Context: an optimization exercise on an open-source flow, tuned for small area. The choices shown serve that exercise and are no tape-out recipe. The RTL was checked by simulation tests, not by an equivalence proof against the original design. Power and IR drop assume default switching activity. No driver is modelled on the clock port, so clocking that relies on it looks cheaper here than on a real chip.

## flow/design.v (module list and top-level ports; edited modules follow where they fit)
// module IKAOPLL_srlatch: 14 lines
// module IKAOPLL_dlatch: 10 lines
// module IKAOPLL_sr: 26 lines
// module IKAOPLL_timinggen: 111 lines
// module IKAOPLL_reg: 314 lines
// module IKAOPLL_rw_synchronizer: 47 lines
// module IKAOPLL_d9reg: 21 lines
// module IKAOPLL_instrom: 226 lines
// module IKAOPLL_lfo: 72 lines
// module IKAOPLL_pg: 166 lines
// module IKAOPLL_eg: 315 lines
// module IKAOPLL_op: 182 lines
// module IKAOPLL_logsinrom: 42 lines
// module IKAOPLL_exprom: 42 lines
// module IKAOPLL_dac: 74 lines
// module IKAOPLL: 245 lines
// module opll_top: 49 lines
module opll_top (
    input   wire                i_CLK,
    input   wire                i_IC_n,
    input   wire                i_ALTPATCH_EN,
    input   wire                i_CS_n,
    input   wire                i_WR_n,
    input   wire                i_A0,
    input   wire        [7:0]   i_D,
    output  wire        [1:0]   o_D,
    output  wire                o_D_OE,
    output  wire                o_DAC_EN_MO,
    output  wire                o_DAC_EN_RO,
    output  wire                o_IMP_NOFLUC_SIGN,
    output  wire        [7:0]   o_IMP_NOFLUC_MAG,
    output  wire signed [9:0]   o_IMP_FLUC_SIGNED_MO,
    output  wire signed [9:0]   o_IMP_FLUC_SIGNED_RO,
    input   wire signed [4:0]   i_ACC_SIGNED_MOVOL,
    input   wire signed [4:0]   i_ACC_SIGNED_ROVOL,
    output  wire                o_ACC_SIGNED_STRB,
    output  wire signed [15:0]  o_ACC_SIGNED
);
  // ...
==> flow/flow/run.sh <==
#!/bin/bash
set -e
export BUFFER_PORTS_ARGS="-buffer_cell sky130_fd_sc_hd__buf_1"
export CTS_ARGS="-sink_clustering_enable -repair_clock_nets -sink_clustering_size 28 -sink_clustering_max_diameter 100 -dont_use_dummy_load"
bash standard.sh > standard.log 2>&1
==> flow/standard.sh <==
#!/bin/bash
# synth_recipe.tcl (not shown) runs the flow's synth.tcl, then flattens the netlist and writes it again
# the make line also repeats each setting of config.mk as NAME=value (left out here)
make -C /OpenROAD-flow-scripts/flow DESIGN_CONFIG=/design/flow/config.mk WORK_HOME=/design/flow/orfs CLKGATE_MAP_FILE= SYNTH_SCRIPT=/design/flow/synth_recipe.tcl "${@:-finish}"
==> flow/config.mk <==
export PLATFORM = sky130hd
export DESIGN_NAME = opll_top
export DESIGN_NICKNAME = opll_top
export VERILOG_FILES = /design/flow/design.v
export SDC_FILE = /design/flow/constraint.sdc
export NUM_CORES = 4
export LEC_CHECK = 0
export ABC_AREA = 1
export CAP_MARGIN = 20
export CORE_MARGIN = 2
export CORE_UTILIZATION = 60
export CTS_CLUSTER_DIAMETER = 100
export CTS_CLUSTER_SIZE = 28
export PLACE_DENSITY = 0.72
export SLEW_MARGIN = 20
==> flow/constraint.sdc <==
create_clock -name core_clock -period 9.0 [get_ports {i_CLK}]
set_input_delay 1.8000 -clock core_clock [delete_from_list [all_inputs] [get_ports {i_CLK}]]
set_output_delay 1.8000 -clock core_clock [all_outputs]
set_load 0.01 [all_outputs]
==> impl_metrics.yaml, run 1 <==
status:
  status: "timing/DRC/antenna clean"
clock_tree:
  htree_levels: 3
  cts_buffers: 66
sta:
  min_period_ns: 6.96
  max_freq_ghz: 0.144
  rsz0062_at_grt: "false"
  finalCritPeriodShare: 0.773
setup_path:
  timing.rr.start: "u_IKAOPLL.u_LFO.pm_cntr[2]"
  reg2regPathDepth: 36
  setup.worst_path.class: "register to register"
power_and_ir_drop:
  ir_drop_mv: 0.534
  power_density_nw_per_um2: 407
  p_comb_uw: 10600
synthesis:
  synth_xor_area_frac: 0.0145
  synth-compound-area-share: 0.0792
  synth_cell_type_count: 65
worst_hold_path:
  hold_end: "u_IKAOPLL.u_PG.cur_ser[191]"
cells_and_area:
  buffer_area_frac: 0.00956
  regArea_um2: 34300
  drive_gt1_frac: 0.0341
  n_fill_cell: 7090
  reg_top3: "u_IKAOPLL.u_PG.cur_ser x366, u_IKAOPLL.u_REG.d9_ser x216, u_IKAOPLL.u_EG.att_ser x142"
  layout_commonest_cell: "nand2_1"
place:
  place_hpwl_um: 97400
global_route:
  met1_usage: 0.385
  grt-busiest-layer: "met2"
routing:
  vias: 37800
  drc: 0
floorplanning:
  die-area_um2: 94000
==> module IKAOPLL_reg, before the edit <==
module IKAOPLL_reg #(parameter FULLY_SYNCHRONOUS = 1, parameter ALTPATCH_CONFIG_MODE = 0, parameter INSTROM_STYLE = 0) (
    input   wire            i_EMUCLK,  
    input   wire    [3:0]   i_DSEL,  
    input   wire            i_START_ATTACK,
    output  wire            o_START_ATTACK_DLY13,
    input   wire            i_phiM_PCEN_n,
    input   wire            i_RST_n,
    input   wire            i_phi1_PCEN_n,  
    input   wire            i_phi1_NCEN_n,  
    input   wire            i_CS_n,
    input   wire            i_WR_n,
    input   wire            i_A0,
    input   wire    [7:0]   i_D,
    output  wire    [1:0]   o_D,
    output  wire            o_D_OE,
    input   wire            i_ALTPATCH_EN,
    input   wire            i_CYCLE_00, i_CYCLE_12, i_CYCLE_21, i_CYCLE_D3_ZZ, i_CYCLE_D4_ZZ, i_MnC_SEL,
    output  wire    [3:0]   o_TEST,
    output  wire            o_RHYTHM_EN,
    output  wire    [8:0]   o_FNUM,
    output  wire    [2:0]   o_BLOCK,
    output  reg             o_KON,
    output  wire            o_SUSEN,
    output  reg     [5:0]   o_TL,
    output  reg             o_DC, o_DM,
    output  reg     [2:0]   o_FB,
    output  reg             o_AM, o_PM, o_ETYP, o_KSR,
    output  reg     [3:0]   o_MUL,
    output  reg     [1:0]   o_KSL,
    output  wire    [3:0]   o_AR, o_DR, o_RR,
    output  reg     [3:0]   o_SL,
    output  wire            o_EG_ENVCNTR_TEST_DATA,
    input   wire    [9:0]   i_REG_TEST_PHASE,
    input   wire    [6:0]   i_REG_TEST_ATTNLV,
    input   wire    [8:0]   i_REG_TEST_SNDDATA
);
wire            emuclk = i_EMUCLK;
wire            phiMpcen_n = i_phiM_PCEN_n;
wire            phi1pcen_n = i_phi1_PCEN_n;
wire            phi1ncen_n = i_phi1_NCEN_n;
assign  o_D_OE = |{i_CS_n, ~i_WR_n, i_A0, ~i_RST_n};
wire            addrreg_wrrq, datareg_wrrq;
IKAOPLL_rw_synchronizer #(.FULLY_SYNCHRONOUS(FULLY_SYNCHRONOUS)) u_sync_addrreg(
    .i_EMUCLK(emuclk), .i_phiM_PCEN_n(phiMpcen_n), .i_phi1_PCEN_n(phi1pcen_n), .i_phi1_NCEN_n(phi1ncen_n),
    .i_RST_n(i_RST_n), .i_IN(~|{i_CS_n, i_WR_n, i_A0}), .o_OUT(addrreg_wrrq)
);
IKAOPLL_rw_synchronizer #(.FULLY_SYNCHRONOUS(FULLY_SYNCHRONOUS)) u_sync_datareg(
    .i_EMUCLK(emuclk), .i_phiM_PCEN_n(phiMpcen_n), .i_phi1_PCEN_n(phi1pcen_n), .i_phi1_NCEN_n(phi1ncen_n),
    .i_RST_n(i_RST_n), .i_IN(~|{i_CS_n, i_WR_n, ~i_A0}), .o_OUT(datareg_wrrq)
);
wire    [7:0]   dbus_inlatch;
assign  o_EG_ENVCNTR_TEST_DATA = dbus_inlatch[2];
generate
if(FULLY_SYNCHRONOUS == 0) begin : FULLY_SYNCHRONOUS_0_inlatch
wire    [7:0]   dbus_inlatch_temp;
IKAOPLL_dlatch #(.WIDTH(8)) u_dbus_inlatch_temp (
    .i_EN(~|{i_CS_n, i_WR_n, ~i_RST_n}), .i_D(i_D), .o_Q(dbus_inlatch_temp)
);
assign  dbus_inlatch = dbus_inlatch_temp;
end
else begin : FULLY_SYNCHRONOUS_1_inlatch
reg     [7:0]   din_syncchain[0:1];
reg     [1:0]   cs_n_syncchain, wr_n_syncchain;
reg     [7:0]   dbus_inlatch_temp;
wire            cs_n = cs_n_syncchain[1];
wire            wr_n = wr_n_syncchain[1];
wire    [7:0]   din = din_syncchain[1];
always @(posedge emuclk) begin
    din_syncchain[0] <= i_D;
    din_syncchain[1] <= din_syncchain[0];
    cs_n_syncchain[0] <= i_CS_n;
    cs_n_syncchain[1] <= cs_n_syncchain[0];
    wr_n_syncchain[0] <= i_WR_n;
    wr_n_syncchain[1] <= wr_n_syncchain[0];
    if(~|{cs_n, wr_n}) dbus_inlatch_temp <= din;
end
assign  dbus_inlatch = dbus_inlatch_temp;
end
endgenerate
reg             d1reg_addr_hit;
reg     [3:0]   d1reg_addr_lo;
always @(posedge emuclk) if(!phi1ncen_n) if(addrreg_wrrq) begin
    d1reg_addr_hit <= (dbus_inlatch[7:4] == 4'h0) & (~dbus_inlatch[3] | (dbus_inlatch[2] & dbus_inlatch[1]));
    d1reg_addr_lo <= dbus_inlatch[3:0];
end
wire    [8:0]   d1reg_addr = {~d1reg_addr_hit, 4'h0, d1reg_addr_lo};
reg     [1:0]   am_reg, pm_reg, etyp_reg, ksr_reg;
reg     [3:0]   mul_reg[0:1];
reg     [1:0]   ksl_reg[0:1];
reg     [3:0]   ar_reg[0:1];
reg     [3:0]   dr_reg[0:1];
reg     [3:0]   sl_reg[0:1];
reg     [3:0]   rr_reg[0:1];
reg     [5:0]   tl_reg;
reg             dc_reg, dm_reg;
reg     [2:0]   fb_reg;
reg     [3:0]   test_reg;
reg     [5:0]   rhythm_reg;
reg             altpatch_en_reg;
assign  o_TEST = test_reg;
assign  o_RHYTHM_EN = rhythm_reg[5];
wire            d1_we = ~phi1ncen_n & datareg_wrrq;
wire    [7:0]   d1_wd = i_RST_n ? dbus_inlatch : 8'h00;
wire    [9:0]   d1_en;
assign  d1_en[0] = ~i_RST_n | (d1_we & d1reg_addr == 9'h0);
assign  d1_en[1] = ~i_RST_n | (d1_we & d1reg_addr == 9'h1);
assign  d1_en[2] = ~i_RST_n | (d1_we & d1reg_addr == 9'h2);
assign  d1_en[3] = ~i_RST_n | (d1_we & d1reg_addr == 9'h3);
assign  d1_en[4] = ~i_RST_n | (d1_we & d1reg_addr == 9'h4);
assign  d1_en[5] = ~i_RST_n | (d1_we & d1reg_addr == 9'h5);
assign  d1_en[6] = ~i_RST_n | (d1_we & d1reg_addr == 9'h6);
assign  d1_en[7] = ~i_RST_n | (d1_we & d1reg_addr == 9'h7);
assign  d1_en[8] = ~i_RST_n | (d1_we & d1reg_addr == 9'hE);
assign  d1_en[9] = ~i_RST_n | (d1_we & d1reg_addr == 9'hF);
always @(posedge emuclk) begin
    if(d1_en[0]) {am_reg[0], pm_reg[0], etyp_reg[0], ksr_reg[0], mul_reg[0]} <= d1_wd;
    if(d1_en[1]) {am_reg[1], pm_reg[1], etyp_reg[1], ksr_reg[1], mul_reg[1]} <= d1_wd;
    if(d1_en[2]) {ksl_reg[0], tl_reg} <= d1_wd;
    if(d1_en[3]) {ksl_reg[1], dc_reg, dm_reg, fb_reg} <= {d1_wd[7:6], d1_wd[4:0]};
    if(d1_en[4]) {ar_reg[0], dr_reg[0]} <= d1_wd;
    if(d1_en[5]) {ar_reg[1], dr_reg[1]} <= d1_wd;
    if(d1_en[6]) {sl_reg[0], rr_reg[0]} <= d1_wd;
    if(d1_en[7]) {sl_reg[1], rr_reg[1]} <= d1_wd;
    if(d1_en[8]) rhythm_reg <= d1_wd[5:0];
    if(d1_en[9]) test_reg <= d1_wd[3:0];
end
reg     [5:0]   d9reg_addr;
always @(posedge emuclk) if(!phi1ncen_n) if(addrreg_wrrq && dbus_inlatch[7:6] == 2'b00) d9reg_addr <= dbus_inlatch[5:0];
reg             d9reg_en;
always @(posedge emuclk) begin
    if(!i_RST_n) d9reg_en <= 1'b0;
    else begin if(!phi1ncen_n) begin
        if(addrreg_wrrq) d9reg_en <= dbus_inlatch[7:6] == 2'b00;
    end end
end
reg     [7:0]   d9reg_data;
always @(posedge emuclk) begin
    if(!i_RST_n) d9reg_data <= 8'h00;
    else begin if(!phi1ncen_n) begin
        if(d9reg_en && datareg_wrrq) d9reg_data <= dbus_inlatch;
    end end
end
reg     [4:0]   d9reg_addrcntr;
always @(posedge emuclk) if(!phi1ncen_n) begin
    if(i_CYCLE_21) d9reg_addrcntr <= 5'd0;
    else d9reg_addrcntr <= d9reg_addrcntr + 5'd1;
end
reg             d9reg_wrdata_queued_n;  
wire            trace_d9reg_addrcntr = ~|{~i_RST_n, addrreg_wrrq, d9reg_wrdata_queued_n};
always @(posedge emuclk) if(!phi1ncen_n) begin
    d9reg_wrdata_queued_n <= ~(trace_d9reg_addrcntr | (d9reg_en && datareg_wrrq));
end
wire            d9reg_addr_match = ~d9reg_addrcntr[4] & (d9reg_addrcntr[3:0] == d9reg_addr[3:0]) & trace_d9reg_addrcntr;
wire            reg10_18_en = ((d9reg_addr[5:4] == 2'b01) & d9reg_addr_match) | ~i_RST_n;
wire            reg20_28_en = ((d9reg_addr[5:4] == 2'b10) & d9reg_addr_match) | ~i_RST_n;
wire            reg30_38_en = ((d9reg_addr[5:4] == 2'b11) & d9reg_addr_match) | ~i_RST_n;
reg     [215:0] d9_ser;
wire    [5:0]   d9_ser_last = d9_ser[215:210];
assign  o_START_ATTACK_DLY13 = d9_ser[19*6+5];
wire    [23:0]  d9_wdata = i_RST_n ? {d9_ser_last[4], i_START_ATTACK, d9reg_data[7:4], d9reg_data[3:0], d9reg_data[5], d9reg_data[4], d9reg_data[3:1], d9reg_data[0], d9reg_data[7:0]} : 24'd0;
wire    [23:0]  d9_wen   = {2'b11, {8{reg30_38_en}}, {6{reg20_28_en}}, {8{reg10_18_en}}};
wire    [5:0]   d9_wdata_dig = ({6{i_DSEL[0]}} & d9_wdata[5:0])   | ({6{i_DSEL[1]}} & d9_wdata[11:6]) |
                               ({6{i_DSEL[2]}} & d9_wdata[17:12]) | ({6{i_DSEL[3]}} & d9_wdata[23:18]);
wire    [5:0]   d9_wen_dig   = ({6{i_DSEL[0]}} & d9_wen[5:0])     | ({6{i_DSEL[1]}} & d9_wen[11:6]) |
                               ({6{i_DSEL[2]}} & d9_wen[17:12])   | ({6{i_DSEL[3]}} & d9_wen[23:18]);
always @(posedge emuclk) d9_ser <= {d9_ser[209:0], i_RST_n ? ((d9_wen_dig & d9_wdata_dig) | (~d9_wen_dig & d9_ser_last)) : 6'd0};
wire    [23:0]  d9_n_tap2 = {d9_ser[7*6+:6],  d9_ser[8*6+:6],  d9_ser[9*6+:6],  d9_ser[10*6+:6]};
wire    [23:0]  d9_n_tap5 = {d9_ser[19*6+:6], d9_ser[20*6+:6], d9_ser[21*6+:6], d9_ser[22*6+:6]};
wire    [23:0]  d9_n_tap8 = {d9_ser[31*6+:6], d9_ser[32*6+:6], d9_ser[33*6+:6], d9_ser[34*6+:6]};
wire    [23:0]  d9_p_tap2 = {d9_ser[5*6+:6],  d9_ser[6*6+:6],  d9_ser[7*6+:6],  d9_ser[8*6+:6]};
wire    [23:0]  d9_p_tap5 = {d9_ser[17*6+:6], d9_ser[18*6+:6], d9_ser[19*6+:6], d9_ser[20*6+:6]};
wire    [23:0]  d9_p_tap8 = {d9_ser[29*6+:6], d9_ser[30*6+:6], d9_ser[31*6+:6], d9_ser[32*6+:6]};
reg     [23:0]  d9_n_q, d9_p_q;
always @(*) begin
    case({i_CYCLE_D4_ZZ, i_CYCLE_D3_ZZ})
        2'd0: begin d9_n_q = d9_n_tap2; d9_p_q = d9_p_tap2; end
        2'd1: begin d9_n_q = d9_n_tap5; d9_p_q = d9_p_tap5; end
        2'd2: begin d9_n_q = d9_n_tap8; d9_p_q = d9_p_tap8; end
        2'd3: begin d9_n_q = 24'd0;     d9_p_q = 24'd0;     end
    endcase
end
wire            kon_reg;         
wire            kon_reg_p;       
wire    [3:0]   vol_reg, inst_reg;   
assign  o_FNUM[7:0] = d9_n_q[7:0];
assign  o_FNUM[8]   = d9_n_q[8];
assign  o_BLOCK     = d9_n_q[11:9];
assign  kon_reg     = d9_n_q[12];
assign  o_SUSEN     = d9_n_q[13];
assign  kon_reg_p   = d9_p_q[12];
assign  vol_reg     = d9_p_q[17:14];
assign  inst_reg    = d9_p_q[21:18];
reg             cyc13;
always @(posedge i_EMUCLK) if(!phi1ncen_n) cyc13 <= i_CYCLE_12;
wire            perc_proc_d = rhythm_reg[5] & cyc13;
reg     [4:0]   perc_proc;
always @(posedge i_EMUCLK) if(!phi1ncen_n) begin
    perc_proc[0] <= perc_proc_d;
    perc_proc[4:1] <= perc_proc[3:0];
end
wire            am_rom, pm_rom, etyp_rom, ksr_rom;
wire    [3:0]   mul_rom;
wire    [1:0]   ksl_rom;
wire    [3:0]   ar_rom;
wire    [3:0]   dr_rom;
wire    [3:0]   sl_rom;
wire    [3:0]   rr_rom;
wire    [5:0]   tl_rom;
wire            dc_rom, dm_rom;
wire    [2:0]   fb_rom;
IKAOPLL_instrom #(INSTROM_STYLE) u_instrom (
    .i_EMUCLK                   (emuclk                     ),
    .i_phi1_PCEN_n              (phi1pcen_n                 ),
    .i_ALTPATCH_EN              (ALTPATCH_CONFIG_MODE ? altpatch_en_reg : i_ALTPATCH_EN),
    .i_INST_ADDR                (inst_reg                   ),
    .i_BD0_SEL(perc_proc_d), .i_HH_SEL(perc_proc[0]), .i_TT_SEL(perc_proc[1]), .i_BD1_SEL(perc_proc[2]), .i_SD_SEL(perc_proc[3]), .i_TC_SEL(perc_proc[4]), 
    .i_MnC_SEL(i_MnC_SEL),
    .o_TL_ROM(tl_rom), .o_DC_ROM(dc_rom), .o_DM_ROM(dm_rom), .o_FB_ROM(fb_rom),
    .o_AM_ROM(am_rom), .o_PM_ROM(pm_rom), .o_ETYP_ROM(etyp_rom), .o_KSR_ROM(ksr_rom),
    .o_MUL_ROM(mul_rom), .o_KSL_ROM(ksl_rom),
    .o_AR_ROM(ar_rom), .o_DR_ROM(dr_rom), .o_SL_ROM(sl_rom), .o_RR_ROM(rr_rom)
);
always @(*) begin
    o_KON = (rhythm_reg[4] & perc_proc_d) |
            (rhythm_reg[0] & perc_proc[0]) |
            (rhythm_reg[2] & perc_proc[1]) |
            (rhythm_reg[4] & perc_proc[2]) |
            (rhythm_reg[3] & perc_proc[3]) | 
            (rhythm_reg[1] & perc_proc[4]) | 
            kon_reg;
end
wire            kon_p = (rhythm_reg[4] & perc_proc_d) |
                        (rhythm_reg[0] & perc_proc[0]) |
                        (rhythm_reg[2] & perc_proc[1]) |
                        (rhythm_reg[4] & perc_proc[2]) |
                        (rhythm_reg[3] & perc_proc[3]) | 
                        (rhythm_reg[1] & perc_proc[4]) | 
                        kon_reg_p;
wire            cust_inst_sel = ~|{perc_proc_d, perc_proc[0], perc_proc[1], perc_proc[2], perc_proc[3], perc_proc[4]} & inst_reg == 4'h0;
reg             m_nc_sel_z, cust_inst_sel_z;
always @(posedge i_EMUCLK) if(!phi1pcen_n) begin  
    m_nc_sel_z <= i_MnC_SEL;
    cust_inst_sel_z <= cust_inst_sel;
end
wire            reg_mod_oe = cust_inst_sel_z &  m_nc_sel_z;  
wire            reg_car_oe = cust_inst_sel_z & ~m_nc_sel_z;  
wire            fdbk_reg_oe = cust_inst_sel_z;  
wire            vol_latch_oe = ~m_nc_sel_z;  
reg             inst_latch_oe;
always @(posedge i_EMUCLK) if(!phi1pcen_n) inst_latch_oe <= perc_proc[0] | perc_proc[1];
wire            rom_general_oe = ~cust_inst_sel_z;
wire            tl_rom_oe = ~|{inst_latch_oe, reg_mod_oe, vol_latch_oe};
wire    [3:0]   vol_reg_latch  = d9_n_q[17:14];
wire    [3:0]   inst_reg_latch = d9_n_q[21:18];
reg             kon_z;
always @(posedge i_EMUCLK) if(!phi1pcen_n) begin
    kon_z <= kon_p;
end
wire            force_egparam_zero = ~inst_latch_oe & m_nc_sel_z & ~kon_z;
reg     [3:0]   ar_muxed, dr_muxed, rr_muxed;
assign  o_AR = force_egparam_zero ? 4'd0 : ar_muxed;
assign  o_DR = force_egparam_zero ? 4'd0 : dr_muxed;
assign  o_RR = force_egparam_zero ? 4'd0 : rr_muxed;
always @(*) begin
    case({tl_rom_oe, reg_mod_oe, vol_latch_oe, inst_latch_oe})
        4'b1000: o_TL = tl_rom;
        4'b0100: o_TL = tl_reg;
        4'b0010: o_TL = {vol_reg_latch, 2'b00};
        4'b0001: o_TL = {inst_reg_latch, 2'b00};
        default: o_TL = {6{1'b0}};
    endcase
    case({rom_general_oe, fdbk_reg_oe})
        2'b10:   begin o_DC = dc_rom; o_DM = dm_rom; o_FB = fb_rom; end
        2'b01:   begin o_DC = dc_reg; o_DM = dm_reg; o_FB = fb_reg; end
        default: begin o_DC = 1'b0; o_DM = 1'b0; o_FB = {3{1'b0}}; end
    endcase
    case({rom_general_oe, reg_mod_oe, reg_car_oe})
        3'b100: begin
            o_AM = am_rom; o_PM = pm_rom; o_ETYP = etyp_rom; o_KSR = ksr_rom;
            o_MUL = mul_rom;
            o_KSL = ksl_rom;
            ar_muxed = ar_rom; dr_muxed = dr_rom; rr_muxed = rr_rom; o_SL = sl_rom; 
        end
        3'b010: begin
            o_AM = am_reg[0]; o_PM = pm_reg[0]; o_ETYP = etyp_reg[0]; o_KSR = ksr_reg[0];
            o_MUL = mul_reg[0];
            o_KSL = ksl_reg[0];
            ar_muxed = ar_reg[0]; dr_muxed = dr_reg[0]; rr_muxed = rr_reg[0]; o_SL = sl_reg[0]; 
        end
        3'b001: begin
            o_AM = am_reg[1]; o_PM = pm_reg[1]; o_ETYP = etyp_reg[1]; o_KSR = ksr_reg[1];
            o_MUL = mul_reg[1];
            o_KSL = ksl_reg[1];
            ar_muxed = ar_reg[1]; dr_muxed = dr_reg[1]; rr_muxed = rr_reg[1]; o_SL = sl_reg[1]; 
        end
        default: begin
            o_AM = 1'b0; o_PM = 1'b0; o_ETYP = 1'b0; o_KSR = 1'b0;
            o_MUL = {4{1'b0}};
            o_KSL = {2{1'b0}};
            ar_muxed = {4{1'b0}}; dr_muxed = {4{1'b0}}; rr_muxed = {4{1'b0}}; o_SL = {4{1'b0}}; 
        end
    endcase
end
reg     [16:0]  d0_testreg;
reg     [8:0]   d1_testreg;
assign  o_D[0] = d0_testreg[0];
assign  o_D[1] = d1_testreg[8];
always @(posedge emuclk) if(!phi1ncen_n) begin
    if(i_CYCLE_00) d0_testreg <= {i_REG_TEST_ATTNLV, i_REG_TEST_PHASE};
    else d0_testreg <= d0_testreg >> 1;
    if(i_CYCLE_00) d1_testreg <= i_REG_TEST_SNDDATA;
    else d1_testreg <= d1_testreg << 1;
end
endmodule
==> module IKAOPLL_instrom, before the edit <==
module IKAOPLL_instrom #(parameter INSTROM_STYLE = 0) (
    input   wire            i_EMUCLK,
    input   wire            i_phi1_PCEN_n,  
    input   wire            i_ALTPATCH_EN,
    input   wire    [3:0]   i_INST_ADDR,
    input   wire            i_BD0_SEL, i_HH_SEL, i_TT_SEL, i_BD1_SEL, i_SD_SEL, i_TC_SEL,
    input   wire            i_MnC_SEL,  
    output  wire    [5:0]   o_TL_ROM,
    output  wire            o_DC_ROM, o_DM_ROM,
    output  wire    [2:0]   o_FB_ROM,
    output  wire            o_AM_ROM, o_PM_ROM, o_ETYP_ROM, o_KSR_ROM,
    output  wire    [3:0]   o_MUL_ROM,
    output  wire    [1:0]   o_KSL_ROM,
    output  wire    [3:0]   o_AR_ROM, o_DR_ROM, o_SL_ROM, o_RR_ROM
);
wire            percussion_sel = |{i_BD0_SEL, i_HH_SEL, i_TT_SEL, i_BD1_SEL, i_SD_SEL, i_TC_SEL};
reg     [5:0]   mem_addr;
always @(*) begin
    if(percussion_sel) begin
        case({i_BD0_SEL, i_HH_SEL, i_TT_SEL, i_BD1_SEL, i_SD_SEL, i_TC_SEL})
            6'b100000: mem_addr = {i_ALTPATCH_EN, 1'b1, 4'h0};
            6'b010000: mem_addr = {i_ALTPATCH_EN, 1'b1, 4'h1};
            6'b001000: mem_addr = {i_ALTPATCH_EN, 1'b1, 4'h2};
            6'b000100: mem_addr = {i_ALTPATCH_EN, 1'b1, 4'h3};
            6'b000010: mem_addr = {i_ALTPATCH_EN, 1'b1, 4'h4};
            6'b000001: mem_addr = {i_ALTPATCH_EN, 1'b1, 4'h5};
            default:   mem_addr = {i_ALTPATCH_EN, 1'b1, 4'hF};
        endcase
    end
    else begin
        mem_addr = {i_ALTPATCH_EN, 1'b0, i_INST_ADDR};
    end
end
reg     [62:0]  mem_q;
generate
if(INSTROM_STYLE == 0) begin
reg     [5:0]   mem_addr_z;
always @(posedge i_EMUCLK) if(!i_phi1_PCEN_n) mem_addr_z <= mem_addr;
always @(*) begin
    case(mem_addr_z)
        6'h00: mem_q = 63'b000000_0_0_000_00_00_00_00_00000000_0000_00000000_00000000_00000000_00000000;
        6'h01: mem_q = 63'b011110_1_0_111_00_11_11_10_00010001_0000_11010111_00001000_00000001_00000111;
        6'h02: mem_q = 63'b011010_0_1_101_00_01_00_10_00110001_0000_11011111_10000111_00100001_00110011;
        6'h03: mem_q = 63'b011001_0_0_000_00_00_00_10_00110001_1000_11111100_00100100_00010010_00010011;
        6'h04: mem_q = 63'b001110_0_0_111_00_01_11_10_00010001_0000_10100110_10000100_01110010_00000111;
        6'h05: mem_q = 63'b011110_0_0_110_00_00_11_10_00100001_0000_11100111_00000110_00000010_00001000;
        6'h06: mem_q = 63'b010110_0_0_101_00_00_11_10_00010010_0000_11100111_00000001_00000001_00001000;
        6'h07: mem_q = 63'b011101_0_0_111_00_01_11_00_00010001_0000_10001000_00100001_00010000_00000111;
        6'h08: mem_q = 63'b101101_1_0_100_00_00_11_00_00110001_0000_10100111_00100010_00000000_00000111;
        6'h09: mem_q = 63'b011011_0_0_110_00_11_11_00_00010001_0000_01100110_01000101_00010001_00000111;
        6'h0A: mem_q = 63'b001011_1_1_000_00_11_01_00_00010001_0000_10001111_01010111_01110000_00010111;
        6'h0B: mem_q = 63'b000011_1_0_001_00_00_00_10_00110001_1000_11111110_10100100_00010000_00000100;
        6'h0C: mem_q = 63'b100100_0_0_111_01_01_00_10_01110001_0000_11111111_10001000_00100001_00100010;
        6'h0D: mem_q = 63'b001100_0_0_101_00_11_10_01_00010000_0000_11001111_00100101_00100100_00000010;
        6'h0E: mem_q = 63'b010101_0_0_011_00_00_00_00_00010001_0100_11001001_10010101_00000000_00110010;
        6'h0F: mem_q = 63'b001001_0_0_011_00_11_10_00_00010001_1000_11111110_00010100_01000001_00000011;
        6'h10: mem_q = 63'b011000_0_1_111_00_00_00_00_00010000_0000_11010000_11110000_01100000_10100000;  
        6'h11: mem_q = 63'b000000_0_0_000_00_00_00_00_00010000_0000_11000000_10000000_10100000_01110000;  
        6'h12: mem_q = 63'b000000_0_0_000_00_00_00_00_01010000_0000_11110000_10000000_01010000_10010000;  
        6'h13: mem_q = 63'b000000_0_0_000_00_00_00_00_00000001_0000_00001111_00001000_00000110_00001101;  
        6'h14: mem_q = 63'b000000_0_0_000_00_00_00_00_00000001_0000_00001101_00001000_00000100_00001000;  
        6'h15: mem_q = 63'b000000_0_0_000_00_00_00_00_00000001_0000_00001010_00001010_00000101_00000101;  
        6'h16: mem_q = 63'b000000_0_0_000_00_00_00_00_00000000_0000_00000000_00000000_00000000_00000000;
        6'h17: mem_q = 63'b000000_0_0_000_00_00_00_00_00000000_0000_00000000_00000000_00000000_00000000;
        6'h18: mem_q = 63'b000000_0_0_000_00_00_00_00_00000000_0000_00000000_00000000_00000000_00000000;
        6'h19: mem_q = 63'b000000_0_0_000_00_00_00_00_00000000_0000_00000000_00000000_00000000_00000000;
        6'h1A: mem_q = 63'b000000_0_0_000_00_00_00_00_00000000_0000_00000000_00000000_00000000_00000000;
        6'h1B: mem_q = 63'b000000_0_0_000_00_00_00_00_00000000_0000_00000000_00000000_00000000_00000000;
        6'h1C: mem_q = 63'b000000_0_0_000_00_00_00_00_00000000_0000_00000000_00000000_00000000_00000000;
        6'h1D: mem_q = 63'b000000_0_0_000_00_00_00_00_00000000_0000_00000000_00000000_00000000_00000000;
        6'h1E: mem_q = 63'b000000_0_0_000_00_00_00_00_00000000_0000_00000000_00000000_00000000_00000000;
        6'h1F: mem_q = 63'b000000_0_0_000_00_00_00_00_00000000_0000_00000000_00000000_00000000_00000000;
        6'h20: mem_q = 63'b000000_0_0_000_00_00_00_00_00000000_0000_00000000_00000000_00000000_00000000;
        6'h21: mem_q = 63'b000101_0_0_110_00_00_01_00_00110001_0000_11101000_10000001_01000010_00100111;
        6'h22: mem_q = 63'b010100_0_1_101_00_01_00_10_00110001_0000_11011111_10000110_00100001_00110010;
        6'h23: mem_q = 63'b001000_0_1_000_00_00_00_11_00010001_0000_11111011_10100010_00100001_00000010;
        6'h24: mem_q = 63'b001100_0_0_111_00_01_11_10_00010001_0000_10100110_10000100_01100010_00010111;
        6'h25: mem_q = 63'b011110_0_0_110_00_00_11_10_00100001_0000_11100111_00010110_00000010_00011000;
        6'h26: mem_q = 63'b000110_0_0_000_00_00_00_00_00100001_0000_10101110_00110010_11111111_01000100;
        6'h27: mem_q = 63'b011101_0_0_111_00_01_11_00_00010001_0000_10001000_00100001_00010000_00010111;
        6'h28: mem_q = 63'b100010_1_0_111_00_00_11_00_00110001_0000_10100111_00100010_00000001_00010111;
        6'h29: mem_q = 63'b100101_0_0_000_00_00_10_11_01010001_0000_01000111_00000011_01110000_00100001;
        6'h2A: mem_q = 63'b001111_0_1_111_10_00_10_10_01010001_0000_10101010_10000101_01010000_00010010;
        6'h2B: mem_q = 63'b100100_0_0_111_01_01_00_10_01110001_0000_11111111_10001000_00100001_00100010;
        6'h2C: mem_q = 63'b010001_0_0_110_00_10_11_10_00010011_0000_01100111_01010100_00010001_10000110;
        6'h2D: mem_q = 63'b010011_0_0_101_00_00_00_00_00010010_1100_11001001_10010101_00000000_00110010;
        6'h2E: mem_q = 63'b001100_0_0_000_00_11_11_00_00010011_0000_10011100_01000000_00111111_00110110;
        6'h2F: mem_q = 63'b001101_0_0_000_00_01_11_01_00010010_0000_11001101_00010101_01010000_01100110;
        6'h30: mem_q = 63'b011000_0_1_111_00_00_00_00_00010000_0000_11010000_11110000_01100000_10100000;  
        6'h31: mem_q = 63'b000000_0_0_000_00_00_00_00_00010000_0000_11000000_10000000_10100000_01110000;  
        6'h32: mem_q = 63'b000000_0_0_000_00_00_00_00_01010000_0000_11110000_10000000_01010000_10010000;  
        6'h33: mem_q = 63'b000000_0_0_000_00_00_00_00_00000001_0000_00001111_00001000_00000110_00001101;  
        6'h34: mem_q = 63'b000000_0_0_000_00_00_00_00_00000001_0000_00001101_00001000_00000100_00001000;  
        6'h35: mem_q = 63'b000000_0_0_000_00_00_00_00_00000001_0000_00001010_00001010_00000101_00000101;  
        6'h36: mem_q = 63'b000000_0_0_000_00_00_00_00_00000000_0000_00000000_00000000_00000000_00000000;
        6'h37: mem_q = 63'b000000_0_0_000_00_00_00_00_00000000_0000_00000000_00000000_00000000_00000000;
        6'h38: mem_q = 63'b000000_0_0_000_00_00_00_00_00000000_0000_00000000_00000000_00000000_00000000;
        6'h39: mem_q = 63'b000000_0_0_000_00_00_00_00_00000000_0000_00000000_00000000_00000000_00000000;
        6'h3A: mem_q = 63'b000000_0_0_000_00_00_00_00_00000000_0000_00000000_00000000_00000000_00000000;
        6'h3B: mem_q = 63'b000000_0_0_000_00_00_00_00_00000000_0000_00000000_00000000_00000000_00000000;
        6'h3C: mem_q = 63'b000000_0_0_000_00_00_00_00_00000000_0000_00000000_00000000_00000000_00000000;
        6'h3D: mem_q = 63'b000000_0_0_000_00_00_00_00_00000000_0000_00000000_00000000_00000000_00000000;
        6'h3E: mem_q = 63'b000000_0_0_000_00_00_00_00_00000000_0000_00000000_00000000_00000000_00000000;
        6'h3F: mem_q = 63'b000000_0_0_000_00_00_00_00_00000000_0000_00000000_00000000_00000000_00000000;
    endcase
end
end
else if(INSTROM_STYLE == 1) begin
reg     [62:0]  inst_q;
reg     [62:0]  perc_q;
reg             ipsel;  
always @(posedge i_EMUCLK) if(!i_phi1_PCEN_n) ipsel <= mem_addr[4];  
always @(*) mem_q = ipsel ? perc_q : inst_q;
always @(posedge i_EMUCLK) if(!i_phi1_PCEN_n) begin
    case({mem_addr[5], mem_addr[3:0]})
        5'h00: inst_q <= 63'b000000_0_0_000_00_00_00_00_00000000_0000_00000000_00000000_00000000_00000000;
        5'h01: inst_q <= 63'b011110_1_0_111_00_11_11_10_00010001_0000_11010111_00001000_00000001_00000111;
        5'h02: inst_q <= 63'b011010_0_1_101_00_01_00_10_00110001_0000_11011111_10000111_00100001_00110011;
        5'h03: inst_q <= 63'b011001_0_0_000_00_00_00_10_00110001_1000_11111100_00100100_00010010_00010011;
        5'h04: inst_q <= 63'b001110_0_0_111_00_01_11_10_00010001_0000_10100110_10000100_01110010_00000111;
        5'h05: inst_q <= 63'b011110_0_0_110_00_00_11_10_00100001_0000_11100111_00000110_00000010_00001000;
        5'h06: inst_q <= 63'b010110_0_0_101_00_00_11_10_00010010_0000_11100111_00000001_00000001_00001000;
        5'h07: inst_q <= 63'b011101_0_0_111_00_01_11_00_00010001_0000_10001000_00100001_00010000_00000111;
        5'h08: inst_q <= 63'b101101_1_0_100_00_00_11_00_00110001_0000_10100111_00100010_00000000_00000111;
        5'h09: inst_q <= 63'b011011_0_0_110_00_11_11_00_00010001_0000_01100110_01000101_00010001_00000111;
        5'h0A: inst_q <= 63'b001011_1_1_000_00_11_01_00_00010001_0000_10001111_01010111_01110000_00010111;
        5'h0B: inst_q <= 63'b000011_1_0_001_00_00_00_10_00110001_1000_11111110_10100100_00010000_00000100;
        5'h0C: inst_q <= 63'b100100_0_0_111_01_01_00_10_01110001_0000_11111111_10001000_00100001_00100010;
        5'h0D: inst_q <= 63'b001100_0_0_101_00_11_10_01_00010000_0000_11001111_00100101_00100100_00000010;
        5'h0E: inst_q <= 63'b010101_0_0_011_00_00_00_00_00010001_0100_11001001_10010101_00000000_00110010;
        5'h0F: inst_q <= 63'b001001_0_0_011_00_11_10_00_00010001_1000_11111110_00010100_01000001_00000011;
        5'h10: inst_q <= 63'b000000_0_0_000_00_00_00_00_00000000_0000_00000000_00000000_00000000_00000000;
        5'h11: inst_q <= 63'b000101_0_0_110_00_00_01_00_00110001_0000_11101000_10000001_01000010_00100111;
        5'h12: inst_q <= 63'b010100_0_1_101_00_01_00_10_00110001_0000_11011111_10000110_00100001_00110010;
        5'h13: inst_q <= 63'b001000_0_1_000_00_00_00_11_00010001_0000_11111011_10100010_00100001_00000010;
        5'h14: inst_q <= 63'b001100_0_0_111_00_01_11_10_00010001_0000_10100110_10000100_01100010_00010111;
        5'h15: inst_q <= 63'b011110_0_0_110_00_00_11_10_00100001_0000_11100111_00010110_00000010_00011000;
        5'h16: inst_q <= 63'b000110_0_0_000_00_00_00_00_00100001_0000_10101110_00110010_11111111_01000100;
        5'h17: inst_q <= 63'b011101_0_0_111_00_01_11_00_00010001_0000_10001000_00100001_00010000_00010111;
        5'h18: inst_q <= 63'b100010_1_0_111_00_00_11_00_00110001_0000_10100111_00100010_00000001_00010111;
        5'h19: inst_q <= 63'b100101_0_0_000_00_00_10_11_01010001_0000_01000111_00000011_01110000_00100001;
        5'h1A: inst_q <= 63'b001111_0_1_111_10_00_10_10_01010001_0000_10101010_10000101_01010000_00010010;
        5'h1B: inst_q <= 63'b100100_0_0_111_01_01_00_10_01110001_0000_11111111_10001000_00100001_00100010;
        5'h1C: inst_q <= 63'b010001_0_0_110_00_10_11_10_00010011_0000_01100111_01010100_00010001_10000110;
        5'h1D: inst_q <= 63'b010011_0_0_101_00_00_00_00_00010010_1100_11001001_10010101_00000000_00110010;
        5'h1E: inst_q <= 63'b001100_0_0_000_00_11_11_00_00010011_0000_10011100_01000000_00111111_00110110;
        5'h1F: inst_q <= 63'b001101_0_0_000_00_01_11_01_00010010_0000_11001101_00010101_01010000_01100110;
    endcase
    case(mem_addr[2:0])
        3'h0:  perc_q <= 63'b011000_0_1_111_00_00_00_00_00010000_0000_11010000_11110000_01100000_10100000;  
        3'h1:  perc_q <= 63'b000000_0_0_000_00_00_00_00_00010000_0000_11000000_10000000_10100000_01110000;  
        3'h2:  perc_q <= 63'b000000_0_0_000_00_00_00_00_01010000_0000_11110000_10000000_01010000_10010000;  
        3'h3:  perc_q <= 63'b000000_0_0_000_00_00_00_00_00000001_0000_00001111_00001000_00000110_00001101;  
        3'h4:  perc_q <= 63'b000000_0_0_000_00_00_00_00_00000001_0000_00001101_00001000_00000100_00001000;  
        3'h5:  perc_q <= 63'b000000_0_0_000_00_00_00_00_00000001_0000_00001010_00001010_00000101_00000101;  
        default: perc_q <= 63'b000000_0_0_000_00_00_00_00_00000000_0000_00000000_00000000_00000000_00000000;  
    endcase
end
end
else if(INSTROM_STYLE == 2) begin
always @(posedge i_EMUCLK) if(!i_phi1_PCEN_n) begin
    case(mem_addr)
        6'h01: mem_q <= 63'b011110_1_0_111_00_11_11_10_00010001_0000_11010111_00001000_00000001_00000111;
        6'h02: mem_q <= 63'b011010_0_1_101_00_01_00_10_00110001_0000_11011111_10000111_00100001_00110011;
        6'h03: mem_q <= 63'b011001_0_0_000_00_00_00_10_00110001_1000_11111100_00100100_00010010_00010011;
        6'h04: mem_q <= 63'b001110_0_0_111_00_01_11_10_00010001_0000_10100110_10000100_01110010_00000111;
        6'h05: mem_q <= 63'b011110_0_0_110_00_00_11_10_00100001_0000_11100111_00000110_00000010_00001000;
        6'h06: mem_q <= 63'b010110_0_0_101_00_00_11_10_00010010_0000_11100111_00000001_00000001_00001000;
        6'h07: mem_q <= 63'b011101_0_0_111_00_01_11_00_00010001_0000_10001000_00100001_00010000_00000111;
        6'h08: mem_q <= 63'b101101_1_0_100_00_00_11_00_00110001_0000_10100111_00100010_00000000_00000111;
        6'h09: mem_q <= 63'b011011_0_0_110_00_11_11_00_00010001_0000_01100110_01000101_00010001_00000111;
        6'h0A: mem_q <= 63'b001011_1_1_000_00_11_01_00_00010001_0000_10001111_01010111_01110000_00010111;
        6'h0B: mem_q <= 63'b000011_1_0_001_00_00_00_10_00110001_1000_11111110_10100100_00010000_00000100;
        6'h0C: mem_q <= 63'b100100_0_0_111_01_01_00_10_01110001_0000_11111111_10001000_00100001_00100010;
        6'h0D: mem_q <= 63'b001100_0_0_101_00_11_10_01_00010000_0000_11001111_00100101_00100100_00000010;
        6'h0E: mem_q <= 63'b010101_0_0_011_00_00_00_00_00010001_0100_11001001_10010101_00000000_00110010;
        6'h0F: mem_q <= 63'b001001_0_0_011_00_11_10_00_00010001_1000_11111110_00010100_01000001_00000011;
        6'h10: mem_q <= 63'b011000_0_1_111_00_00_00_00_00010000_0000_11010000_11110000_01100000_10100000;  
        6'h11: mem_q <= 63'b000000_0_0_000_00_00_00_00_00010000_0000_11000000_10000000_10100000_01110000;  
        6'h12: mem_q <= 63'b000000_0_0_000_00_00_00_00_01010000_0000_11110000_10000000_01010000_10010000;  
        6'h13: mem_q <= 63'b000000_0_0_000_00_00_00_00_00000001_0000_00001111_00001000_00000110_00001101;  
        6'h14: mem_q <= 63'b000000_0_0_000_00_00_00_00_00000001_0000_00001101_00001000_00000100_00001000;  
        6'h15: mem_q <= 63'b000000_0_0_000_00_00_00_00_00000001_0000_00001010_00001010_00000101_00000101;  
        6'h21: mem_q <= 63'b000101_0_0_110_00_00_01_00_00110001_0000_11101000_10000001_01000010_00100111;
        6'h22: mem_q <= 63'b010100_0_1_101_00_01_00_10_00110001_0000_11011111_10000110_00100001_00110010;
        6'h23: mem_q <= 63'b001000_0_1_000_00_00_00_11_00010001_0000_11111011_10100010_00100001_00000010;
        6'h24: mem_q <= 63'b001100_0_0_111_00_01_11_10_00010001_0000_10100110_10000100_01100010_00010111;
        6'h25: mem_q <= 63'b011110_0_0_110_00_00_11_10_00100001_0000_11100111_00010110_00000010_00011000;
        6'h26: mem_q <= 63'b000110_0_0_000_00_00_00_00_00100001_0000_10101110_00110010_11111111_01000100;
        6'h27: mem_q <= 63'b011101_0_0_111_00_01_11_00_00010001_0000_10001000_00100001_00010000_00010111;
        6'h28: mem_q <= 63'b100010_1_0_111_00_00_11_00_00110001_0000_10100111_00100010_00000001_00010111;
        6'h29: mem_q <= 63'b100101_0_0_000_00_00_10_11_01010001_0000_01000111_00000011_01110000_00100001;
        6'h2A: mem_q <= 63'b001111_0_1_111_10_00_10_10_01010001_0000_10101010_10000101_01010000_00010010;
        6'h2B: mem_q <= 63'b100100_0_0_111_01_01_00_10_01110001_0000_11111111_10001000_00100001_00100010;
        6'h2C: mem_q <= 63'b010001_0_0_110_00_10_11_10_00010011_0000_01100111_01010100_00010001_10000110;
        6'h2D: mem_q <= 63'b010011_0_0_101_00_00_00_00_00010010_1100_11001001_10010101_00000000_00110010;
        6'h2E: mem_q <= 63'b001100_0_0_000_00_11_11_00_00010011_0000_10011100_01000000_00111111_00110110;
        6'h2F: mem_q <= 63'b001101_0_0_000_00_01_11_01_00010010_0000_11001101_00010101_01010000_01100110;
        6'h30: mem_q <= 63'b011000_0_1_111_00_00_00_00_00010000_0000_11010000_11110000_01100000_10100000;  
        6'h31: mem_q <= 63'b000000_0_0_000_00_00_00_00_00010000_0000_11000000_10000000_10100000_01110000;  
        6'h32: mem_q <= 63'b000000_0_0_000_00_00_00_00_01010000_0000_11110000_10000000_01010000_10010000;  
        6'h33: mem_q <= 63'b000000_0_0_000_00_00_00_00_00000001_0000_00001111_00001000_00000110_00001101;  
        6'h34: mem_q <= 63'b000000_0_0_000_00_00_00_00_00000001_0000_00001101_00001000_00000100_00001000;  
        6'h35: mem_q <= 63'b000000_0_0_000_00_00_00_00_00000001_0000_00001010_00001010_00000101_00000101;  
        default: mem_q <= 63'b000000_0_0_000_00_00_00_00_00000000_0000_00000000_00000000_00000000_00000000;   
    endcase
end
end
endgenerate
reg             m_nc_sel_z;
always @(posedge i_EMUCLK) if(!i_phi1_PCEN_n) m_nc_sel_z <= i_MnC_SEL;  
assign  o_RR_ROM   = m_nc_sel_z ? mem_q[7:4] : mem_q[3:0];
assign  o_SL_ROM   = m_nc_sel_z ? mem_q[15:12] : mem_q[11:8];
assign  o_DR_ROM   = m_nc_sel_z ? mem_q[23:20] : mem_q[19:16];
assign  o_AR_ROM   = m_nc_sel_z ? mem_q[31:28] : mem_q[27:24];
assign  o_KSL_ROM  = m_nc_sel_z ? mem_q[35:34] : mem_q[33:32];
assign  o_MUL_ROM  = m_nc_sel_z ? mem_q[43:40] : mem_q[39:36];
assign  o_KSR_ROM  = m_nc_sel_z ? mem_q[45] : mem_q[44];
assign  o_ETYP_ROM = m_nc_sel_z ? mem_q[47] : mem_q[46];
assign  o_PM_ROM   = m_nc_sel_z ? mem_q[49] : mem_q[48];
assign  o_AM_ROM   = m_nc_sel_z ? mem_q[51] : mem_q[50];
assign  o_FB_ROM   = mem_q[54:52];
assign  o_DM_ROM   = mem_q[55];
assign  o_DC_ROM   = mem_q[56];
assign  o_TL_ROM   = mem_q[62:57];
endmodule
==> module IKAOPLL_exprom, before the edit <==
module IKAOPLL_exprom (
    input   wire            i_EMUCLK,  
    input   wire            i_CEN_n,  
    input   wire    [4:0]   i_ADDR,
    output  reg     [47:0]  o_DATA
);
reg     [4:0]   addr_z;
always @(posedge i_EMUCLK) if(!i_CEN_n) addr_z <= i_ADDR;
always @(*) o_DATA =
    ({48{addr_z == 5'd0}} & 48'b1001011100010110010001100_11000000011101010110000) |
    ({48{addr_z == 5'd1}} & 48'b1001011101010010001000010_11101001001000100000000) |
    ({48{addr_z == 5'd2}} & 48'b1001011101010010001001111_11001010011001110111011) |
    ({48{addr_z == 5'd3}} & 48'b1001011101110000010110000_11001010011101010110001) |
    ({48{addr_z == 5'd4}} & 48'b1001011101110100000110110_11100011001000110010000) |
    ({48{addr_z == 5'd5}} & 48'b1001011101110101001011001_11100001001001010011010) |
    ({48{addr_z == 5'd6}} & 48'b1001011101110101111000110_11000000011101110111000) |
    ({48{addr_z == 5'd7}} & 48'b1001011101110111110101001_11001000011000010101010) |
    ({48{addr_z == 5'd8}} & 48'b1011001100110011100100111_11001001011100010110001) |
    ({48{addr_z == 5'd9}} & 48'b1011001100110011111110010_11000010011001111110011) |
    ({48{addr_z == 5'd10}} & 48'b1011101000100010111011101_11000010011101010110101) |
    ({48{addr_z == 5'd11}} & 48'b1110100000000100100010011_11101011001000110010101) |
    ({48{addr_z == 5'd12}} & 48'b1110100000001100000101100_11001011011100011110101) |
    ({48{addr_z == 5'd13}} & 48'b1110100000001100011101011_11000000011011110110011) |
    ({48{addr_z == 5'd14}} & 48'b1110100001001001001010100_11000000011111010110001) |
    ({48{addr_z == 5'd15}} & 48'b1110100001001011000011010_11001001011010110110111) |
    ({48{addr_z == 5'd16}} & 48'b1110100001001011010110101_11101001001110011010101) |
    ({48{addr_z == 5'd17}} & 48'b1110100001001111101100000_11100110001001110010011) |
    ({48{addr_z == 5'd18}} & 48'b1110100001001111101101111_11100110101101001010001) |
    ({48{addr_z == 5'd19}} & 48'b1110100001111100110000001_11001111011001110111101) |
    ({48{addr_z == 5'd20}} & 48'b1110100001111100110011110_11101111001110010011011) |
    ({48{addr_z == 5'd21}} & 48'b1110110000111000101111001_11100110001110110010101) |
    ({48{addr_z == 5'd22}} & 48'b1110110010110000011100110_11101110001010111010100) |
    ({48{addr_z == 5'd23}} & 48'b1110110010110011010001101_11101000001101011011010) |
    ({48{addr_z == 5'd24}} & 48'b1110110010110111001001011_11100001001001111011110) |
    ({48{addr_z == 5'd25}} & 48'b1110110010110111011110100_11111001000011011000000) |
    ({48{addr_z == 5'd26}} & 48'b1110111010010101010111011_11101000001111111011101) |
    ({48{addr_z == 5'd27}} & 48'b1110111111000000100001100_11100100101000001011011) |
    ({48{addr_z == 5'd28}} & 48'b1110111111000000111000011_11101100101000001010110) |
    ({48{addr_z == 5'd29}} & 48'b1110111111000000111101101_11101101001110111011010) |
    ({48{addr_z == 5'd30}} & 48'b1110111111000110100111110_11000001011100010110011) |
    ({48{addr_z == 5'd31}} & 48'b1110111111000111111010001_11101000001000110011101);
endmodule
==> inputs of run 2 (changes only) <==
--- a/flow/design.v
+++ b/flow/design.v
@@ -328,29 +328,23 @@
 wire    [23:0]  d9_n_tap2 = {d9_ser[7*6+:6],  d9_ser[8*6+:6],  d9_ser[9*6+:6],  d9_ser[10*6+:6]};
 wire    [23:0]  d9_n_tap5 = {d9_ser[19*6+:6], d9_ser[20*6+:6], d9_ser[21*6+:6], d9_ser[22*6+:6]};
 wire    [23:0]  d9_n_tap8 = {d9_ser[31*6+:6], d9_ser[32*6+:6], d9_ser[33*6+:6], d9_ser[34*6+:6]};
-wire    [23:0]  d9_p_tap2 = {d9_ser[5*6+:6],  d9_ser[6*6+:6],  d9_ser[7*6+:6],  d9_ser[8*6+:6]};
-wire    [23:0]  d9_p_tap5 = {d9_ser[17*6+:6], d9_ser[18*6+:6], d9_ser[19*6+:6], d9_ser[20*6+:6]};
-wire    [23:0]  d9_p_tap8 = {d9_ser[29*6+:6], d9_ser[30*6+:6], d9_ser[31*6+:6], d9_ser[32*6+:6]};
-reg     [23:0]  d9_n_q, d9_p_q;
+reg     [23:0]  d9_n_q;
 always @(*) begin
     case({i_CYCLE_D4_ZZ, i_CYCLE_D3_ZZ})
-        2'd0: begin d9_n_q = d9_n_tap2; d9_p_q = d9_p_tap2; end
-        2'd1: begin d9_n_q = d9_n_tap5; d9_p_q = d9_p_tap5; end
-        2'd2: begin d9_n_q = d9_n_tap8; d9_p_q = d9_p_tap8; end
-        2'd3: begin d9_n_q = 24'd0;     d9_p_q = 24'd0;     end
+        2'd0: begin d9_n_q = d9_n_tap2; end
+        2'd1: begin d9_n_q = d9_n_tap5; end
+        2'd2: begin d9_n_q = d9_n_tap8; end
+        2'd3: begin d9_n_q = 24'd0;     end
     endcase
 end
 wire            kon_reg;         
-wire            kon_reg_p;       
-wire    [3:0]   vol_reg, inst_reg;   
+wire    [3:0]   inst_reg;
 assign  o_FNUM[7:0] = d9_n_q[7:0];
 assign  o_FNUM[8]   = d9_n_q[8];
 assign  o_BLOCK     = d9_n_q[11:9];
 assign  kon_reg     = d9_n_q[12];
 assign  o_SUSEN     = d9_n_q[13];
-assign  kon_reg_p   = d9_p_q[12];
-assign  vol_reg     = d9_p_q[17:14];
-assign  inst_reg    = d9_p_q[21:18];
+assign  inst_reg    = d9_n_q[21:18];
 reg             cyc13;
 always @(posedge i_EMUCLK) if(!phi1ncen_n) cyc13 <= i_CYCLE_12;
 wire            perc_proc_d = rhythm_reg[5] & cyc13;
@@ -390,33 +384,19 @@
             (rhythm_reg[1] & perc_proc[4]) | 
             kon_reg;
 end
-wire            kon_p = (rhythm_reg[4] & perc_proc_d) |
-                        (rhythm_reg[0] & perc_proc[0]) |
-                        (rhythm_reg[2] & perc_proc[1]) |
-                        (rhythm_reg[4] & perc_proc[2]) |
-                        (rhythm_reg[3] & perc_proc[3]) | 
-                        (rhythm_reg[1] & perc_proc[4]) | 
-                        kon_reg_p;
 wire            cust_inst_sel = ~|{perc_proc_d, perc_proc[0], perc_proc[1], perc_proc[2], perc_proc[3], perc_proc[4]} & inst_reg == 4'h0;
-reg             m_nc_sel_z, cust_inst_sel_z;
-always @(posedge i_EMUCLK) if(!phi1pcen_n) begin  
-    m_nc_sel_z <= i_MnC_SEL;
-    cust_inst_sel_z <= cust_inst_sel;
-end
+wire            m_nc_sel_z = i_MnC_SEL;
+wire            cust_inst_sel_z = cust_inst_sel;
 wire            reg_mod_oe = cust_inst_sel_z &  m_nc_sel_z;  
 wire            reg_car_oe = cust_inst_sel_z & ~m_nc_sel_z;  
 wire            fdbk_reg_oe = cust_inst_sel_z;  
 wire            vol_latch_oe = ~m_nc_sel_z;  
-reg             inst_latch_oe;
-always @(posedge i_EMUCLK) if(!phi1pcen_n) inst_latch_oe <= perc_proc[0] | perc_proc[1];
+wire            inst_latch_oe = perc_proc[0] | perc_proc[1];
 wire            rom_general_oe = ~cust_inst_sel_z;
 wire            tl_rom_oe = ~|{inst_latch_oe, reg_mod_oe, vol_latch_oe};
 wire    [3:0]   vol_reg_latch  = d9_n_q[17:14];
 wire    [3:0]   inst_reg_latch = d9_n_q[21:18];
-reg             kon_z;
-always @(posedge i_EMUCLK) if(!phi1pcen_n) begin
-    kon_z <= kon_p;
-end
+wire            kon_z = o_KON;
 wire            force_egparam_zero = ~inst_latch_oe & m_nc_sel_z & ~kon_z;
 reg     [3:0]   ar_muxed, dr_muxed, rr_muxed;
 assign  o_AR = force_egparam_zero ? 4'd0 : ar_muxed;
@@ -577,8 +557,9 @@
 reg     [62:0]  mem_q;
 generate
 if(INSTROM_STYLE == 0) begin
-reg     [5:0]   mem_addr_z;
-always @(posedge i_EMUCLK) if(!i_phi1_PCEN_n) mem_addr_z <= mem_addr;
+reg             altpatch_z;
+always @(posedge i_EMUCLK) if(!i_phi1_PCEN_n) altpatch_z <= i_ALTPATCH_EN;
+wire    [5:0]   mem_addr_z = {altpatch_z, mem_addr[4:0]};
 always @(*) begin
     case(mem_addr_z)
         6'h00: mem_q = 63'b000000_0_0_000_00_00_00_00_00000000_0000_00000000_00000000_00000000_00000000;
@@ -750,8 +731,7 @@
 end
 end
 endgenerate
-reg             m_nc_sel_z;
-always @(posedge i_EMUCLK) if(!i_phi1_PCEN_n) m_nc_sel_z <= i_MnC_SEL;  
+wire            m_nc_sel_z = i_MnC_SEL;  
 assign  o_RR_ROM   = m_nc_sel_z ? mem_q[7:4] : mem_q[3:0];
 assign  o_SL_ROM   = m_nc_sel_z ? mem_q[15:12] : mem_q[11:8];
 assign  o_DR_ROM   = m_nc_sel_z ? mem_q[23:20] : mem_q[19:16];
@@ -1550,8 +1530,7 @@
     input   wire    [4:0]   i_ADDR,
     output  reg     [47:0]  o_DATA
 );
-reg     [4:0]   addr_z;
-always @(posedge i_EMUCLK) if(!i_CEN_n) addr_z <= i_ADDR;
+wire    [4:0]   addr_z = i_ADDR;
 always @(*) o_DATA =
     ({48{addr_z == 5'd0}} & 48'b1001011100010110010001100_11000000011101010110000) |
     ({48{addr_z == 5'd1}} & 48'b1001011101010010001000010_11101001001000100000000) |
==> flow/flow/run.sh (replaced) <==
#!/bin/bash
set -e
export BUFFER_PORTS_ARGS="-buffer_cell sky130_fd_sc_hd__buf_1"
export CTS_ARGS="-sink_clustering_enable -repair_clock_nets -sink_clustering_size 32 -sink_clustering_max_diameter 100 -dont_use_dummy_load"
bash standard.sh > standard.log 2>&1
--- a/flow/config.mk
+++ b/flow/config.mk
@@ -10,6 +10,7 @@
 export CORE_MARGIN = 2
 export CORE_UTILIZATION = 60
 export CTS_CLUSTER_DIAMETER = 100
-export CTS_CLUSTER_SIZE = 28
+export CTS_CLUSTER_SIZE = 32
+export GPL_TIMING_DRIVEN = 0
 export PLACE_DENSITY = 0.72
 export SLEW_MARGIN = 20
==> run 2 against run 1 <==
  * Register-to-register slack worse by 1.1 ns
  * Count of clock-buffer cells in the layout fell by 12
  * Still clean
  * Synthesized cell count down 2.5%
  * Largest cell class unchanged
  * Clock skew grew 0.019 ns
  * Core utilization down 0.18 points
  * Wire length rose by 1.5%
  * Worst setup slack got worse by 1.1 ns
  * Sequential share of layout area shrank 0.12 points
  * Total power down 1.5%
  * Critical path depth fell by 2
==> impl_metrics.yaml, run 2 <==
clock_tree:
  clock_sinks: 1466
  clk_latency_ns: 0.70
  root_buffer: "clkbuf_16"
  postCtsHoldBufs: 0
  clock_path_buffers: 3
  htree_levels: 2
  post_cts_buffers: 0
  cts_tree: "done"
  cts_buffers: 54
  cts.clk_slew.worst_paths_ns: 0.11
  ctsResizeCount: 0
cells_and_area:
  largest_reg_flops: 366
  drive_gt1_frac: 0.0274
  layout_commonest_cell: "dfxtp_1"
  reg_top3: "u_IKAOPLL.u_PG.cur_ser x366, u_IKAOPLL.u_REG.d9_ser x216, u_IKAOPLL.u_EG.att_ser x142"
  nets: 5696
  top_register: "u_IKAOPLL.u_PG.cur_ser"
  mostFrequentLayoutCells: "1,015 x dfxtp_1, 914 x nand2_1, 596 x inv_1"
  antenna_cells: 0
  areaGrowthSynthToFinish_pct: 6.26
  n_fill_cell: 7182
synthesis:
  postSynth.asyncResetShare: 0
  ys_ff_latch: 1466
  yosys.area.top_type: "dfxtp_1"
  synth_nets: 5553
  synth-edff-count: 451
  synth.avg_cell_area_um2: 10.3
  netlist_area_um2: 54100
  synthFlopType: "dfxtp_1"
  synth_top_area_share: 0.375
  yosys_warnings: 24
  yosysSeqAreaShare: 0.626
  yosys-top-cells-count: "1,015 x dfxtp_1, 914 x nand2_1, 596 x inv_1"
  synth_cell_type_count: 63
  ys_top_cells_by_area: "dfxtp_1 38%, edfxtp_1 25%, nand2_1 6.3%"
  syn_inst: 5268
  synth.most_common_cell: "dfxtp_1"
routing:
  vias: 37500
  drt_iter0_drc: 4221
  ant_nets: 0
  via_per_inst: 5.70
  wl_um: 136000
  dr.pass1.iters: 7
  routedWlPerCell_um: 20.7
  drc: 0
setup_path:
  path_buf_inv: 6
  setup.worst_path.class: "register to register"
  crit_family: "adder cells"
  path_common_cell: "inv_1"
  end_kind: "register"
  critPathSlowestCell: "fa_1"
  slowest_delay_ns: 0.55
  crit_fanout: 8
  cp-start-kind: "register"
  worstPathRequired_ns: 9.52
  cp.arrival_ns: 8.63
floorplanning:
  die-area_um2: 92600
  start_util: 0.603
  core_area_um2: 89700
  pin_count: 75
  die_w_um: 304
  die_y_um: 304
  std_cell_rows: 110
sta:
  setup_viol: 0
  rsz0062_at_grt: "false"
  maxSlewHeadroom: 0.254
  fin_worst_skew_ns: 0.106
  finalCritPeriodShare: 0.901
  worst_pin_slew_ns: 1.11
  max_freq_ghz: 0.123
  fin_ws_ns: 0.892
  final_hold_viol_count: 0
  slew_violations: 0
  tns_ns: 0
  min_period_ns: 8.11
global_route:
  grt_usage: 0.291
  grt_max_degree: 33
  grt_pass1_vias: 36400
  antenna_found_initial: 4
  gr-total-overflow: 0
  grt_pass1_wl_um: 209000
power_and_ir_drop:
  power_uw: 23300
  power_density_nw_per_um2: 406
  ir_drop_mv: 0.587
  leakage_uw: 0.0248
place:
  place_hpwl_um: 102000
  port_buffers: 74
  gp_congestion: 1.07
  pre_cts_ws_ns: 0.966
flow_run:
  cap_viol_max_count: 0
status:
  status: "timing/DRC/antenna clean"
worst_hold_path:
  hold_path_class: "register to register"
[run 2: cell types whose count changed after synthesis, moves of 10 or more]
cell,previous run,this run
nor2_1,440,492
nand4_1,81,65
nor2_2,17,6
a21oi_1,234,246
edfxtp_1,465,451
a221oi_1,4,14
xor2_1,53,66
nand2_1,1055,914
nand3_1,341,271
nor3_1,64,83
inv_1,576,596
[run 2: final timing paths]
| check | start | to | slack, ns | cells past startpoint |
|---|---|---|---|---|
| worst max-delay path | u_IKAOPLL.u_PG.cyc0r_pm | u_IKAOPLL.u_PG.cur_ser[4] | 0.89 | 34 |
| worst min-delay path | u_IKAOPLL.u_PG.cur_ser[73] | u_IKAOPLL.u_PG.cur_ser[78] | 0.27 | 0 |
| worst max register to register | u_IKAOPLL.u_PG.cyc0r_pm | u_IKAOPLL.u_PG.cur_ser[4] | 0.89 | 34 |
| worst min register to register | u_IKAOPLL.u_PG.cur_ser[73] | u_IKAOPLL.u_PG.cur_ser[78] | 0.27 | 0 |
[run 2: cell families after synthesis]
group / after synthesis / share of synthesized area
AOI/OAI and AO/OA: 792 / 0.0848
and+or+nand+nor: 1912 / 0.149
muxes: 1 / 0.000185
xor gates and xnor gates: 113 / 0.0189
DFF: 1466 / 0.626
buffers and inverters: 723 / 0.0510
adders and majority gates: 261 / 0.0707
[run 2: metrics by stage]
stage / hold slack [ns] / cell area (um^2) / utilization / cells
after global routing: 0.273 / 57500 / 0.641 / 6585
final: 0.270 / 57500 / 0.641 / 6585
after CTS: 0.271 / 57500 / 0.641 / 6584
after global placement: 0.310 / 55900 / 0.623 / 6518
after floorplan: 0.310 / 54100 / - / 5268
after detailed placement: 0.312 / 56200 / 0.626 / 6530
[run 2: cell type report]
type | count | area [um^2] | area share
clock buffers | 54 | 1350 | 0.0235
multi-input cells | 3079 | 17500 | 0.305
plain buffers | 113 | 474 | 0.00824
well taps | 1176 | 1470 | 0.0256
flip-flops and latches | 1466 | 33900 | 0.589
inverters | 610 | 2290 | 0.0398
repair buffers | 87 | 528 | 0.00918
[run 2: power breakdown]
part	switching (uW)	total (uW)	internal, uW	leakage (uW)
Combinational	7110	10800	3670	0.0113
Clock	1810	2900	1080	0.000665
Sequential	715	9650	8940	0.0128
Total	9640	23300	13700	0.0248
[run 2: per-layer routing]
| layer | wire (um) | global-route usage | vias to the layer above | share of wire |
|---|---|---|---|---|
| li1 | - | - | 17700 | - |
| met1 | 56500 | 0.390 | 17800 | 0.41 |
| met2 | 63300 | 0.478 | 1674 | 0.46 |
| met3 | 9860 | 0.0381 | 382 | 0.072 |
| met4 | 6720 | 0.127 | 0 | 0.049 |
| met5 | 0 | 0 | - | 0 |
[run 2: worst reg2reg max path: cells and delay by family (launching register included)]
| family | cells | cell delay (ns) |
|---|---|---|
| AND/OR/NAND/NOR | 8 | 0.70 |
| flip-flops | 1 | 0.47 |
| AO/OA/AOI/OAI | 10 | 2.48 |
| XOR/XNOR | 2 | 0.44 |
| buffers and inverters | 6 | 0.59 |
| adder cells (fa/ha/maj) | 8 | 3.28 |

-- separate check: timing with driven ports --
How much do the figures lean on ideal ports? The routed layouts below were timed once more, with nothing changed but the port constraints.
Step 1 (the two cells are an assumption about what drives the block):
set clk [get_ports {i_CLK}]
set_driving_cell -lib_cell sky130_fd_sc_hd__clkbuf_16 $clk
set_driving_cell -lib_cell sky130_fd_sc_hd__buf_2 [delete_from_list [all_inputs] $clk]
Step 2 also shifts input and output timing later by t, the mid clock arrival at the registers, as if the neighbouring blocks saw the same clock.
Slacks: no drivers / after step 1 / after step 2; pairs: no drivers / after step 1.
run	t, ns	setup slack, ns	worst hold slack (ns)	worst setup path at the end	worst register clock-pin slew, ns
run 1	0.691	2.040 / 2.040 / 2.040	0.291 / 0.291 / 0.291	register to register	0.11 / 0.11
run 2	0.713	0.892 / 0.892 / 0.892	0.270 / 0.270 / 0.270	register to register	0.12 / 0.12
After both steps every run listed still meets setup and hold.
